Context: an optimization exercise on an open-source flow, tuned for small area and a short achievable clock period. The choices shown serve that exercise and are no tape-out recipe. Only simulation tests tie the RTL to the original design; equivalence was not proved.

==> inputs of zinc <==
==> flow/design.v (excerpt) <==
module part2 (
    clear,
    clock,
    digit,
    digit_valid,
    end_of_line,
    total,
    line_result
);
    input clear;
    input clock;
    input [3:0] digit;
    input digit_valid;
    input end_of_line;
    output [63:0] total;
    output [47:0] line_result;
    reg [47:0] x;        
    reg [39:0] ls;       
    reg [3:0] lg;        
    reg [4:1] lp;        
    reg [63:0] tot;
    integer k;
    wire [51:0] ext = {x, digit};    
    reg  [11:1] shr;     
    wire [11:0] sh = {shr, shr[1] | (x[3:0] < digit)};
    reg  [11:1] ysh;
    always @(*) begin
        ysh[11] = y[47:44] < y[43:40];
        for (k = 10; k >= 1; k = k - 1)
            ysh[k] = ysh[k + 1] | (y[4 * k +: 4] < y[4 * k - 4 +: 4]);
    end
    reg  [47:0] y;       
    always @(*)
        for (k = 0; k < 12; k = k + 1)
            y[4 * k +: 4] = sh[k] ? ext[4 * k +: 4] : ext[4 * k + 4 +: 4];
    reg [3:0] r0;    
  ...
clock: 6.5 ns
lec_check: 0
abc_area: 1
cap_margin: 20
core_margin: 2
core_utilization: 65
setup_slack_margin: 2.5
slew_margin: 20
standard.sh (not shown) runs the stock make flow with config.mk's settings and CLKGATE_MAP_FILE= SYNTH_SCRIPT=/design/flow/synth_recipe.tcl, a recipe that flattens the netlist after the stock synthesis.
==> flow/flow/run.sh <==
#!/bin/bash
set -euo pipefail
here=$(pwd)
rm -rf "$here/synth_scripts"
cp -r "$FLOW_HOME/scripts" "$here/synth_scripts"
cp "$here/flow/abc_area.script" "$here/synth_scripts/abc_area.script"
bash standard.sh ADDER_MAP_FILE= SCRIPTS_DIR="$here/synth_scripts" synth > synth.log 2>&1
bash standard.sh ADDER_MAP_FILE= finish > layout.log 2>&1
==> flow/flow/abc_area.script <==
strash
dch
map -D 2500
topo
stime -c
buffer -c
upsize -c -D 2500
dnsize -c -D 2500
==> quartz: changes against zinc <==
==> flow/flow/run.sh (replaced) <==
#!/bin/bash
# The standard layout, except that synthesis maps adders to plain gates
# (no full/half adder cells), so ABC can restructure the arithmetic.
set -euo pipefail
bash standard.sh ADDER_MAP_FILE= finish > standard_flow.log 2>&1
Settings changed: CORE_UTILIZATION 65 to 40.
removed: flow/flow/abc_area.script
==> harbor: changes against zinc <==
==> flow/flow/abc_area.script (replaced) <==
strash
dch
map -D 3000
topo
stime -c
buffer -c
upsize -c -D 3000
dnsize -c -D 3000
Settings changed: SETUP_SLACK_MARGIN 2.5 to 2.2.
==> raven: changes against zinc <==
--- a/flow/flow/run.sh
+++ b/flow/flow/run.sh
@@ -1,2 +1,7 @@
 #!/bin/bash
+# The standard layout (standard.sh), with these changes:
+#  - synthesis leaves adders to ABC as plain gates (ADDER_MAP_FILE empty: no
+#    full or half adder cells), so ABC can restructure the arithmetic;
+#  - ABC's area script maps for a delay target (flow/abc_area.script) instead
+#    of the unreachable default, so it can recover area off the critical paths;
 set -euo pipefail
@@ -7,2 +12,3 @@
 bash standard.sh ADDER_MAP_FILE= SCRIPTS_DIR="$here/synth_scripts" synth > synth.log 2>&1
-bash standard.sh ADDER_MAP_FILE= finish > layout.log 2>&1
+export BUFFER_PORTS_ARGS="-buffer_cell sky130_fd_sc_hd__buf_2"
+bash standard.sh ADDER_MAP_FILE= "BUFFER_PORTS_ARGS=$BUFFER_PORTS_ARGS" finish > layout.log 2>&1
==> flow/flow/abc_area.script (replaced) <==
strash
dch -f
map -D 3000 -A 0.9
topo
stime -c
buffer -c
upsize -c -D 3000
dnsize -c -D 3000
Settings changed: CORE_UTILIZATION 65 to 40, SETUP_SLACK_MARGIN 2.5 to 2.2.
==> impl_metrics.prom <==
# TYPE chip_impl_metric gauge
chip_impl_metric{name="n_fill_cell",unit=""} 4407
chip_impl_metric{name="detail_route.vias_per_cell",unit=""} 4.73
chip_impl_metric{name="synthesis.area_per_instance",unit="um^2"} 5.49
chip_impl_info{name="status",value="complete, no violations"} 1
chip_impl_metric{name="synth_simple_gate_area_share",unit="%"} 40.0
chip_impl_metric{name="clock_area_share",unit="%"} 3.43
chip_impl_info{name="start_point_of_the_critical_path",value="lg[0]$_SDFFE_PP0P_"} 1
chip_impl_info{name="rr_startpoint",value="shr[10]$_SDFFE_PP0P_"} 1
chip_impl_info{name="post_synth_most_frequent_cells",value="sky130_fd_sc_hd__nand2_1, sky130_fd_sc_hd__nor2_1, sky130_fd_sc_hd__inv_1"} 1
The numbers above come from raven.

==> impl_metrics.prom <==
# TYPE chip_impl_metric gauge
chip_impl_info{name="status",value="complete, no violations"} 1
chip_impl_metric{name="synth_simple_gate_area_share",unit="%"} 34.2
chip_impl_info{name="post_synth_most_frequent_cells",value="sky130_fd_sc_hd__nand2_1, sky130_fd_sc_hd__nor2_1, sky130_fd_sc_hd__inv_1"} 1
chip_impl_metric{name="detail_route.vias_per_cell",unit=""} 5.87
The numbers above come from zinc.

==> impl_metrics.prom <==
# TYPE chip_impl_metric gauge
chip_impl_metric{name="synth_simple_gate_area_share",unit="%"} 32.4
chip_impl_metric{name="detail_route.vias_per_cell",unit=""} 5.59
chip_impl_metric{name="synthesis.area_per_instance",unit="um^2"} 5.88
chip_impl_info{name="start_point_of_the_critical_path",value="digit[3]"} 1
chip_impl_metric{name="clock_area_share",unit="%"} 3.25
chip_impl_info{name="post_synth_most_frequent_cells",value="sky130_fd_sc_hd__nand2_1, sky130_fd_sc_hd__nor2_1, sky130_fd_sc_hd__inv_1"} 1
chip_impl_info{name="rr_startpoint",value="lg[0]$_SDFFE_PP0P_"} 1
chip_impl_info{name="status",value="complete, no violations"} 1
The numbers above come from harbor.

==> impl_metrics.prom <==
# TYPE chip_impl_metric gauge
chip_impl_metric{name="number_of_multi_input_combinational_cells_in_the_layout",unit=""} 2641
chip_impl_info{name="post_synth_most_frequent_cells",value="sky130_fd_sc_hd__nand2_1, sky130_fd_sc_hd__inv_1, sky130_fd_sc_hd__nand3_1"} 1
chip_impl_metric{name="timing.final.crit_period",unit="ns"} 3.83
chip_impl_metric{name="clock_area_share",unit="%"} 2.84
chip_impl_metric{name="synthesis.area_per_instance",unit="um^2"} 5.51
chip_impl_info{name="status",value="complete, no violations"} 1
chip_impl_metric{name="synth_simple_gate_area_share",unit="%"} 46.5
chip_impl_info{name="worst_setup_path_end_kind",value="output pin"} 1
chip_impl_metric{name="n_fill_cell",unit=""} 5149
The numbers above come from quartz.

-- what the ideal ports hide --
In the flow no input, the clock included, has a driving cell. The finished layouts below were timed again as built, in two steps.
Step 1 (the two cells are an assumption about what drives the block):
set clk [get_ports {clock}]
set_driving_cell -lib_cell sky130_fd_sc_hd__clkbuf_16 $clk
set_driving_cell -lib_cell sky130_fd_sc_hd__buf_2 [delete_from_list [all_inputs] $clk]
Step 2 also shifts input and output timing later by t, the mid clock arrival at the registers, as if the neighbouring blocks saw the same clock.
Slacks: ideal / step 1 / step 2; pairs: ideal / step 1.
| run | t (ns) | setup slack, ns | hold slack, ns | worst setup path at the end |
|---|---|---|---|---|
| zinc | 0.506 | 2.406 / 2.406 / 2.106 | 0.472 / 0.472 / 0.472 | input to register |
| quartz | 0.522 | 2.671 / 2.618 / 2.319 | 0.466 / 0.466 / 0.466 | input to register |
| harbor | 0.493 | 2.346 / 2.305 / 1.883 | 0.468 / 0.468 / 0.468 | input to register |
| raven | 0.517 | 2.526 / 2.470 / 2.533 | 0.464 / 0.464 / 0.464 | input to register |
After both steps setup and hold are still met in every run listed. The setup slack of harbor, which loses most, moves by -0.041 ns with the drivers and by -0.463 ns with both steps.
